What follows belongs to an exercise in optimizing a design on an open flow for small area, a short achievable clock period and few clock cycles; a production flow would make more cautious choices.
The RTL of this run was laid out without a check of its function.
Power figures rest on the tool's default switching activity, not on a simulated workload.

--- flow/run.sh ---
#!/bin/bash
# synth_recipe.tcl (not shown) runs the flow's synth.tcl, then flattens the netlist and writes it again
# the make line also repeats each setting of config.mk as NAME=value (left out here)
make -C /OpenROAD-flow-scripts/flow DESIGN_CONFIG=/design/flow/config.mk WORK_HOME=/design/flow/orfs CLKGATE_MAP_FILE= SYNTH_SCRIPT=/design/flow/synth_recipe.tcl finish
--- flow/config.mk ---
export PLATFORM = sky130hd
export DESIGN_NAME = mandel_engine
export DESIGN_NICKNAME = mandel_engine
export VERILOG_FILES = /design/flow/design.v
export SDC_FILE = /design/flow/constraint.sdc
export NUM_CORES = 4
export LEC_CHECK = 0
export CAP_MARGIN = 20
export CORE_MARGIN = 2
export CORE_UTILIZATION = 40
export PLACE_DENSITY = 0.6
export SLEW_MARGIN = 20
--- flow/constraint.sdc ---
create_clock -name core_clock -period 15.0 [get_ports {clk}]
set_input_delay 3.0000 -clock core_clock [delete_from_list [all_inputs] [get_ports {clk}]]
set_output_delay 3.0000 -clock core_clock [all_outputs]
set_load 0.01 [all_outputs]
--- flow/design.v ---
module pixel_to_complex #(
    parameter int WORD_LENGTH = 32,
    parameter int FRAC = 28,
    parameter int SCREEN_WIDTH = 960,
    parameter int SCREEN_HEIGHT = 720
)(
    input  logic [31:0] ZOOM,
    input  logic signed [WORD_LENGTH-1:0] real_center,
    input  logic signed [WORD_LENGTH-1:0] imag_center,
    input  logic clk,
    input  logic rst,
    input  logic [10:0] x,
    input  logic [10:0] y,
    output logic signed [WORD_LENGTH-1:0] real_part,
    output logic signed [WORD_LENGTH-1:0] im_part
);
    logic signed [WORD_LENGTH-1:0] step_real, step_imag;
    logic signed [WORD_LENGTH-1:0] real_min, imag_max;
    logic signed [24:0] step_real_h, step_imag_h;
    logic signed [6:0]  step_real_l, step_imag_l;
    logic signed [WORD_LENGTH-1:0] real_width, imag_height;
    always_comb begin
        real_width = (3 * (1 <<< FRAC)) >>> ZOOM;
        imag_height = (2 * (1 <<< FRAC)) >>> ZOOM;
        real_min = real_center - (real_width >>> 1);
        imag_max = imag_center + (imag_height >>> 1);
        step_real = real_width / SCREEN_WIDTH;
        step_imag = imag_height / SCREEN_HEIGHT;
        step_real_h = step_real >>> 7;
        step_real_l = step_real[6:0];
        step_imag_h = step_imag >>> 7;
        step_imag_l = step_imag[6:0];
    end
    logic signed [42:0] dsp_prod_re, dsp_prod_im;
    logic signed [17:0] fabric_prod_re, fabric_prod_im;
    logic signed [WORD_LENGTH-1:0] real_min_reg, imag_max_reg;
    always_ff @(posedge clk) begin
        if (rst) begin
            real_part <= 0;
            im_part <= 0;
        end else begin
            dsp_prod_re    <= x * step_real_h;
            fabric_prod_re <= x * step_real_l;
            dsp_prod_im    <= y * step_imag_h;
            fabric_prod_im <= y * step_imag_l;
            real_min_reg   <= real_min;
            imag_max_reg   <= imag_max;
            real_part <= real_min_reg + ((dsp_prod_re << 7) + fabric_prod_re);
            im_part   <= imag_max_reg - ((dsp_prod_im << 7) + fabric_prod_im);
        end
    end
endmodule
module depth_engine #(
    parameter FRAC = 28,
    parameter WORD_LENGTH = 32
)(
    input logic                          sysclk,
    input logic                          start,
    input logic                          reset,
    input logic                          fifo_full,
    input logic [9:0]                   max_iter,   
    input logic signed [WORD_LENGTH-1:0] re_c,
    input logic signed [WORD_LENGTH-1:0] im_c,
    output logic [9:0]                  final_depth,
    output logic                         done,
    output logic                         fifo_wen,       
    output logic                         written  
);
typedef enum logic [2:0] {
    IDLE       = 3'd0,
    WAIT_1     = 3'd1,
    ITERATING  = 3'd2,
    FINISHED   = 3'd3,
    WAIT_FIFO  = 3'd4,
    WAIT_2     = 3'd5
} my_states;
my_states current_state, next_state;
logic signed [WORD_LENGTH-1:0] re_z;
logic signed [WORD_LENGTH-1:0] im_z;
logic signed [2*WORD_LENGTH-1:0] re_z_2;
logic signed [2*WORD_LENGTH-1:0] im_z_2;
logic signed [2*WORD_LENGTH-1:0] cp;   
logic [9:0] depth;   
localparam logic [2*WORD_LENGTH-1:0] THRESHOLD = (64'd4 << (2*FRAC));
always_ff @(posedge sysclk) begin
    if(reset) begin
        current_state <= IDLE;
        re_z <= 0;
        im_z <= 0;
        depth <= 0;
        done <= 0;
        final_depth <= 0;
        fifo_wen <= 0;
        written <= 0;
    end
    else begin
        current_state <= next_state;
        case(current_state)
            IDLE: begin
                done <= 0;
                re_z <= 0;
                im_z <= 0;
                depth <= 0;
            end
            ITERATING: begin
                re_z <= ((re_z_2 - im_z_2) >>> FRAC) + re_c;
                im_z <= (cp >>> FRAC) + im_c;
                depth <= depth + 1;
                done <= 0;
            end
        FINISHED: begin
            done <= 1;
            final_depth <= depth;
            if(fifo_full) begin
                fifo_wen <= 0;  
            end else begin
                fifo_wen <= 1;  
                written <= 1;  
            end
        end
        WAIT_FIFO: begin
            fifo_wen <= 0; 
            written <= 0;  
        end
            default: begin
                re_z <= re_z;
                im_z <= im_z;
                depth <= depth;
                done <= 1'b0;
                final_depth <= final_depth;
            end
        endcase
    end
end
always_comb begin
    re_z_2 = re_z * re_z;
    im_z_2 = im_z * im_z;
    cp = (re_z * im_z) << 1;   
end
logic escaped;
always_comb begin
    escaped = (re_z_2 + im_z_2) > THRESHOLD;
    next_state = current_state;
    case(current_state)
        IDLE: begin
            if(start) next_state = WAIT_1;
        end
        WAIT_1: next_state = WAIT_2; 
        WAIT_2: next_state = ITERATING;
        ITERATING: begin
            if(escaped || (depth >= max_iter)) next_state = FINISHED;
            else next_state = WAIT_1;
        end
        FINISHED: begin
            if(fifo_full) next_state = FINISHED; 
            else next_state = WAIT_FIFO;  
        end
        WAIT_FIFO: begin
            next_state = IDLE;
        end      
        default: next_state = IDLE;
    endcase
end
endmodule
module mandel_engine (
    input  logic        clk,
    input  logic        reset,
    input  logic        start,
    input  logic [10:0] x,
    input  logic [10:0] y,
    input  logic [31:0] zoom,
    input  logic [31:0] real_center,
    input  logic [31:0] imag_center,
    input  logic [9:0]  max_iter,
    input  logic        stall,
    output logic        valid,
    output logic [9:0]  depth
);
    logic signed [31:0] re_c, im_c;
    logic engine_done, engine_written;
    pixel_to_complex #(
        .WORD_LENGTH(32),
        .FRAC(28),
        .SCREEN_WIDTH(960),
        .SCREEN_HEIGHT(720)
    ) mapper (
        .ZOOM(zoom),
        .real_center(real_center),
        .imag_center(imag_center),
        .clk(clk),
        .rst(reset),
        .x(x),
        .y(y),
        .real_part(re_c),
        .im_part(im_c)
    );
    depth_engine #(
        .FRAC(28),
        .WORD_LENGTH(32)
    ) engine (
        .sysclk(clk),
        .start(start),
        .reset(reset),
        .fifo_full(stall),
        .max_iter(max_iter),
        .re_c(re_c),
        .im_c(im_c),
        .final_depth(depth),
        .done(engine_done),
        .fifo_wen(valid),
        .written(engine_written)
    );
endmodule
==> impl_results.md <==
- Outcome: finished clean
- Die area: 345400 sq um
- Internal: 0.002025 W
- DRT Pass-1 Iters: 6
- PostCTS Resize Cnt: 0
- CTS Buf Count: 41
- Fill cell count: 33870
- Seq pwr share: 31.4%
- Least-Margin Pin Slew: 1158 ps
- Syn avg cell area: 9.235 sq um
- # nets final: 19170
- IO Pins: 143
- Final wirelength: 406800 um
- Relative slew slack: 22.75%
- Synth Instances: 14760
- Drt drc: 0
- Placed Area: 142900 sq um
- Clk pin slew, worst setup/hold paths: 70 ps
- Clk pwr share: 32.0%
- DIE WIDTH: 587.7 um
- Skew-Pair Late Insertion Delay: 670 ps
- Crit Path Class: reg2reg
- Pwr dens: 23.23 nW/um^2
- Final hold vios: 0
- Post-synth EDFFs: 150
- CP peak stage delay: 710 ps
- Multi-input logic area: 112800 sq um
- Max VDD drop: 0.07542 mV
- Leak: 79.22 nW
- Number of cell rows: 214
- Share of layout cells above drive strength 1: 3.109%
- Pin count of the biggest net entering global routing: 81
- Slowest CP cell: dfxtp_2
- Fmax: 0.07145 GHz
- Synth Flop Type: dfxtp_1
- FFs w/ async S/R, synth: 0%
- Synth Cell Area: 136300 sq um
- Wire per inst: 21.25 um
- Element type at the critical path end: register
- Initial antenna violation count: 31
- Yosys warns: 2
- Setup Skew: 32.10 ps
- Slew Viols, Final: 0
- Finished Cell Area: 144300 sq um
- Post-synthesis sequential area ratio: 5.537%
- Worst EP required: 15540 ps
- Critical path peak fanout: 39
- Port buffer count: 142
- WP data arrival: 14530 ps
- Tmin final: 14000 ps
- Area grow syn2layout: 5.906%
- Synth unique cells: 107
- CTS tree: done
- Final ANT Viol Nets: 0
- Sw Pwr: 0.001328 W
- Top-area cell type share of the netlist area: 49.82%
- Switching Fraction: 39.60%
- Die height: 587.7 um
- Global-route wire length before repair: 636600 um
- Worst hold path type: reg2reg
- Main area contributors after synthesis: fa_1, inv_1, ha_1
- Max clock buf depth: 3
- # clock sinks: 302
- Final HPWL DP: 338500 um
- Starting density of the core: 40.14%
- Setup TNS: 0 ps
- Comb power frac: 36.7%
- CORE AREA: 339500 sq um
- Worst setup SP type: register
- Tcrit/Tclk final: 93.30%
- Vias: 97340
- Postcts setup bufs: 0
- Routed vias/inst: 5.084
- Crit-path most repeated cell: fa_1
- Register Area: 7635 sq um
- Total track usage: 24.21%
- Leading area contributor after synthesis: fa_1
- CTS root buf: clkbuf_16
- Routability cong.: 0.9634
- Drt initial violations: 6459
- Seq cells post-synth: 302
- Hold Slack: 457.4 ps
- H-tree Lvls: 2
- CTS Hold Bufs: 0
- Final setup viols: 0
- Maximum Capacitance Violations: 0
- Unrepaired setup endpoints after global routing: false
- Total grt overflow: 0
- Vias in the first global route: 105400
[path summary, 6_finish.rpt]
path / start / endpoint / slack [ps] / cells past startpoint
setup / recovery: engine.re_z[12] / engine.current_state[1] / 1000 / 42
hold / removal: engine.final_depth[1] / engine.final_depth[1] / 460 / 2
setup reg to reg: engine.re_z[12] / engine.current_state[1] / 1000 / 42
hold reg to reg: engine.final_depth[1] / engine.final_depth[1] / 460 / 2
[kinds of logic (layout without fill, tap and decap cells)]
family | Yosys count | in the layout | share of synthesized area [%]
fa+ha+maj | 4470 | 4470 | 59.72
buf+inv | 4268 | 4090 | 11.79
flops | 302 | 302 | 5.537
other cells | 2 | 34 | 0.005510
simple gates | 3849 | 3849 | 13.09
xor+xnor | 489 | 489 | 3.152
mux | 17 | 17 | 0.1276
compound gates | 1362 | 1362 | 6.584
[layout by cell type (no fill, tap or decap), drive strengths merged, types with 213 or more instances in the layout]
master	instances
inv	3651
o21ai	257
nor2	574
a21oi	404
ha	1078
buf	213
xnor2	376
and2	721
fa	3392
nand2	1861
[area by class of cell]
type,instances,area share [%]
diodes,10,0.01734
clock buffers,53,0.7923
clock inverters,22,0.1656
inverters,3661,9.524
multi-input cells,10210,78.15
flip-flops and latches,302,5.289
well taps,4536,3.932
repair buffers,354,2.133
[layer usage]
layer | vias up | GRT usage (%) | wire, um
li1 | 43490 | - | -
met1 | 50570 | 31.59 | 167200
met2 | 2700 | 41.57 | 199100
met3 | 556 | 3.393 | 24820
met4 | 24 | 7.474 | 15550
met5 | - | 0 | 156
[synth_stat cells, types with 14 or more instances]
library cell and count:
a22oi_1 47, nor3_1 102, a211o_1 17, a21oi_1 398
a31oi_1 36, nand3_1 100, clkinv_1 15, nor4_1 25
o211ai_1 28, inv_1 3636, o31ai_1 17, and2_1 721
clkbuf_1 561, buf_2 15, a21boi_0 25, a21o_1 165
nand2_1 1861, dfxtp_1 152, o21bai_1 69, nor2b_1 106
nand2b_1 131, a211oi_1 45, xnor2_1 376, mux2i_1 14
or3_1 42, o21ai_1 24, o21ai_0 231, or2_2 32
xor2_1 112, ha_1 1078, nand4_1 37, nor2_1 574
o21a_1 77, edfxtp_1 150, fa_1 3392, buf_1 25
and3_1 70
[power by group through the flow]
| stage | logic [W] | registers (W) | clock network [W] |
|---|---|---|---|
| after floorplan | 0.000812 | 0.00100 | 0 |
| after global placement | 0.00122 | 0.00106 | 0 |
| after detailed placement | 0.00121 | 0.00106 | 0 |
| after CTS | 0.00122 | 0.00105 | 0.00110 |
| after global routing | 0.00134 | 0.00105 | 0.00113 |
| final | 0.00123 | 0.00105 | 0.00107 |
[through the flow]
step | utilization [%] | cells | setup slack [ps] | power, W
finish | 42.51 | 19150 | 1005 | 0.003353
global route | 42.51 | 19140 | 230.3 | 0.003526
CTS | 42.51 | 19140 | 1157 | 0.003372
detailed placement | 42.10 | 19060 | 1288 | 0.002277
global placement | 42.09 | 19060 | 1308 | 0.002281
floorplan | - | 14780 | 2722 | 0.001813
[worst max-delay path, delay by kind of cell, from the launching register on]
family                   cells  cell delay [ps]
adder cells (fa/ha/maj)     10             5300
AO/OA/AOI/OAI               18             4920
AND/OR/NAND/NOR              7             1800
buffers and inverters        6              940
flip-flops                   1              710
XOR/XNOR                     1              140

## re-timing with driven ports
Ports are ideal in the flow. The routed layout listed here was re-timed in OpenROAD.
Step 1, drivers: a clkbuf_16 drives clk and a buf_2 each remaining input, both assumed.
Step 2 moves the port delays by t, midway between the first and last clock arrival at a register: inputs arrive t later, outputs are due t later. That takes back most of the time a late clock gives input paths.
a / b / c = no drivers / after step 1 / after step 2; a / b = the first two.
shift t [ns]: 0.738
setup slack, ns: 1.005 / 1.005 / 1.005
hold slack, ns: 0.457 / 0.457 / 0.457
slew at the worst register clock pin (ns): 0.07 / 0.07
pins driven straight from the clock port: 1
After both steps this run still meets setup and hold. The setup slack of this run moves by 0.000 ns with the drivers and by 0.000 ns with both steps.
